Background: an optimization exercise with open tools, aiming at small area and a short achievable clock period. Do not read the settings as production practice.
RTL that was checked went through simulation tests only; none was proved equivalent to the original.
Power and IR drop assume default switching activity.

==> module CS, before the edit <==
module CS(Y, X, reset, clk);
input clk, reset;
input [7:0] X;
output [9:0] Y;
reg [7:0] w [1:9];      
reg [9:1] v;            
reg [11:0] S;           
reg [9:1] sel;          
reg [35:0] g;           
function integer idx;   
    input integer i, j;
    idx = (i - 1) * 9 - (i * (i - 1)) / 2 + (j - i) - 1;
endfunction
wire [7:0] x9 = v[9] ? w[9] : 8'd0;
wire [11:0] P = S - {4'd0, x9};               
wire [11:0] S_nxt = P + {4'd0, X};
wire [9:1] v_nxt = reset ? 9'd0 : {v[8:1], 1'b1};
wire [7:0] wn [1:9];    
assign wn[1] = X;
genvar gi, gj;
generate
    for (gi = 2; gi <= 9; gi = gi + 1) begin : shift
        assign wn[gi] = w[gi-1];
    end
endgenerate
wire [9:1] q_nxt;       
wire [35:0] g_nxt;      
wire [9:1] sel_nxt;
generate
    assign q_nxt[1] = v_nxt[1] & ({1'b0, X, 3'd0} <= {1'b0, P});
    for (gi = 2; gi <= 9; gi = gi + 1) begin : qual
        wire [11:0] w9x = {1'b0, wn[gi], 3'd0} + {4'd0, wn[gi]};
        assign q_nxt[gi] = v_nxt[gi] & (w9x <= S_nxt);
    end
    for (gj = 2; gj <= 9; gj = gj + 1) begin : order_new
        assign g_nxt[idx(1, gj)] = (X >= w[gj-1]);
    end
    for (gi = 1; gi <= 7; gi = gi + 1) begin : order_old
        for (gj = gi + 1; gj <= 8; gj = gj + 1) begin : pair
            assign g_nxt[idx(gi + 1, gj + 1)] = g[idx(gi, gj)];
        end
    end
    for (gi = 1; gi <= 9; gi = gi + 1) begin : pick
        wire [9:1] ok;
        for (gj = 1; gj <= 9; gj = gj + 1) begin : other
            if (gj < gi) begin : older
                assign ok[gj] = ~q_nxt[gj] | ~g_nxt[idx(gj, gi)];
            end else if (gj > gi) begin : newer
                assign ok[gj] = ~q_nxt[gj] | g_nxt[idx(gi, gj)];
            end else begin : self
                assign ok[gj] = q_nxt[gj];
            end
        end
        assign sel_nxt[gi] = &ok;
    end
endgenerate
integer k2;
always @(posedge clk) begin
    if (reset) S <= 12'd0;
    else S <= S_nxt;
    v <= v_nxt;
    sel <= sel_nxt;
    g <= g_nxt;
    for (k2 = 1; k2 <= 9; k2 = k2 + 1) w[k2] <= wn[k2];
end
function [9:0] add10;
    input [9:0] a, b;
    reg [9:0] gg, pp, g1, p1;
    integer l, t;
    begin
        gg = a & b;
        pp = a ^ b;
        for (l = 1; l < 10; l = l * 2) begin
            g1 = gg;
            p1 = pp;
            for (t = l; t < 10; t = t + 1) begin
                gg[t] = g1[t] | (p1[t] & g1[t-l]);
                pp[t] = p1[t] & p1[t-l];
            end
        end
        add10 = a ^ b ^ {gg[8:0], 1'b0};
    end
endfunction
reg [7:0] A;
integer m;
always @* begin
    A = 8'd0;
    for (m = 1; m <= 9; m = m + 1) A = A | (w[m] & {8{sel[m]}});
end
wire [2:0] lg = S[2:0] & A[2:0], lp = S[2:0] ^ A[2:0];
wire c3 = lg[2] | (lp[2] & lg[1]) | (lp[2] & lp[1] & lg[0]);
wire [9:0] ya = {1'b0, S[11:3]};
wire [9:0] yb = {2'b0, A};
wire [9:0] yc = {5'b0, A[7:3]};
wire [9:0] cs_s = ya ^ yb ^ yc;
wire [9:0] cs_c = {(ya[8:0] & yb[8:0]) | (ya[8:0] & yc[8:0]) | (yb[8:0] & yc[8:0]), c3};
assign Y = add10(cs_s, cs_c);
endmodule
clock: 16.0 ns
lec_check: 0
cap_margin: 20
core_margin: 2
core_utilization: 40
slew_margin: 20
standard.sh (not shown) runs the stock make flow with config.mk's settings and CLKGATE_MAP_FILE= SYNTH_SCRIPT=/design/flow/synth_recipe.tcl, a recipe that flattens the netlist after the stock synthesis.
==> flow/flow/run.sh <==
#!/bin/bash
# Own layout flow: the standard ORFS flow (standard.sh), with
#  - synthesis mapped by an area-oriented ABC script (flow/abc.script) and
#    without extracting full/half-adder cells,
#  - a setup margin so that repair_timing aims below the clock period.
# Each step's full output goes to its own log file in this folder.
set -uo pipefail
SYNTH_VARS="ABC_AREA=1 ADDER_MAP_FILE= ABC_CLOCK_PERIOD_IN_PS=5000"
LAYOUT_VARS=(SETUP_SLACK_MARGIN=8.5 "BUFFER_PORTS_ARGS=-buffer_cell sky130_fd_sc_hd__buf_2" "CTS_ARGS=-sink_clustering_enable -repair_clock_nets -dont_use_dummy_load -sink_clustering_size 30 -sink_clustering_max_diameter 100 -buf_list sky130_fd_sc_hd__clkbuf_8 -root_buf sky130_fd_sc_hd__clkbuf_16")
rm -rf myscripts
cp -r "$FLOW_HOME/scripts" myscripts
cp flow/abc.script myscripts/abc_area.script
bash standard.sh SCRIPTS_DIR="$PWD/myscripts" $SYNTH_VARS synth > synth.log 2>&1 || exit 1
bash standard.sh "${LAYOUT_VARS[@]}" finish > layout.log 2>&1 || exit 1
==> flow/flow/abc.script <==
strash
dc2
dch -f
map -a
topo
stime -c
buffer -c
upsize -c
dnsize -c
==> next run, changes <==
--- a/flow/design.v
+++ b/flow/design.v
@@ -62,38 +62,14 @@
     v <= v_nxt;
     sel <= sel_nxt;
     g <= g_nxt;
     for (k2 = 1; k2 <= 9; k2 = k2 + 1) w[k2] <= wn[k2];
 end
-function [9:0] add10;
-    input [9:0] a, b;
-    reg [9:0] gg, pp, g1, p1;
-    integer l, t;
-    begin
-        gg = a & b;
-        pp = a ^ b;
-        for (l = 1; l < 10; l = l * 2) begin
-            g1 = gg;
-            p1 = pp;
-            for (t = l; t < 10; t = t + 1) begin
-                gg[t] = g1[t] | (p1[t] & g1[t-l]);
-                pp[t] = p1[t] & p1[t-l];
-            end
-        end
-        add10 = a ^ b ^ {gg[8:0], 1'b0};
-    end
-endfunction
 reg [7:0] A;
 integer m;
 always @* begin
     A = 8'd0;
     for (m = 1; m <= 9; m = m + 1) A = A | (w[m] & {8{sel[m]}});
 end
-wire [2:0] lg = S[2:0] & A[2:0], lp = S[2:0] ^ A[2:0];
-wire c3 = lg[2] | (lp[2] & lg[1]) | (lp[2] & lp[1] & lg[0]);
-wire [9:0] ya = {1'b0, S[11:3]};
-wire [9:0] yb = {2'b0, A};
-wire [9:0] yc = {5'b0, A[7:3]};
-wire [9:0] cs_s = ya ^ yb ^ yc;
-wire [9:0] cs_c = {(ya[8:0] & yb[8:0]) | (ya[8:0] & yc[8:0]) | (yb[8:0] & yc[8:0]), c3};
-assign Y = add10(cs_s, cs_c);
+wire [12:0] YS = {1'b0, S} + {2'b0, A, 3'd0} + {5'd0, A};
+assign Y = YS[12:3];
 endmodule
After rerunning:
- The changed run completed without violations
- flip-flop and latch count does not change
- power grows by 5.0%
- register-to-register slack loses 0.14 ns
- fmax grows by 3.0%
- sequential power shrinks by about 1%
- synthesized cell count shrinks by 1.1%
No functional check of the RTL was part of the first run of this note.

[static timing again, ports no longer ideal]
Ports are ideal in the flow. The routed layouts listed here were re-timed in OpenROAD. Step 1 (the two cells are an assumption about what drives the block):
set clk [get_ports {clk}]
set_driving_cell -lib_cell sky130_fd_sc_hd__clkbuf_16 $clk
set_driving_cell -lib_cell sky130_fd_sc_hd__buf_2 [delete_from_list [all_inputs] $clk]
Step 2 times the ports against the registers' clock, not the clock port: input delays grow and output delays shrink by t, the midpoint of the rising clock arrivals with the driver on. Slacks: no drivers / after step 1 / after step 2; pairs: no drivers / after step 1.
| run | t, ns | setup WS [ns] | latest minus earliest clock arrival (ns) | worst data-port slew with drivers (ns) | pins driven straight from the clock port |
|---|---|---|---|---|---|
| the first run | 0.415 | 8.747 / 8.699 / 8.501 | 0.023 / 0.023 | 0.03 | 1 |
| the second run | 0.418 | 8.957 / 8.914 / 8.704 | 0.020 / 0.020 | 0.03 | 1 |
After both steps every run listed still meets setup and hold. For the second run, which loses most, drivers alone change the setup slack by -0.043 ns; drivers and shift together by -0.253 ns.
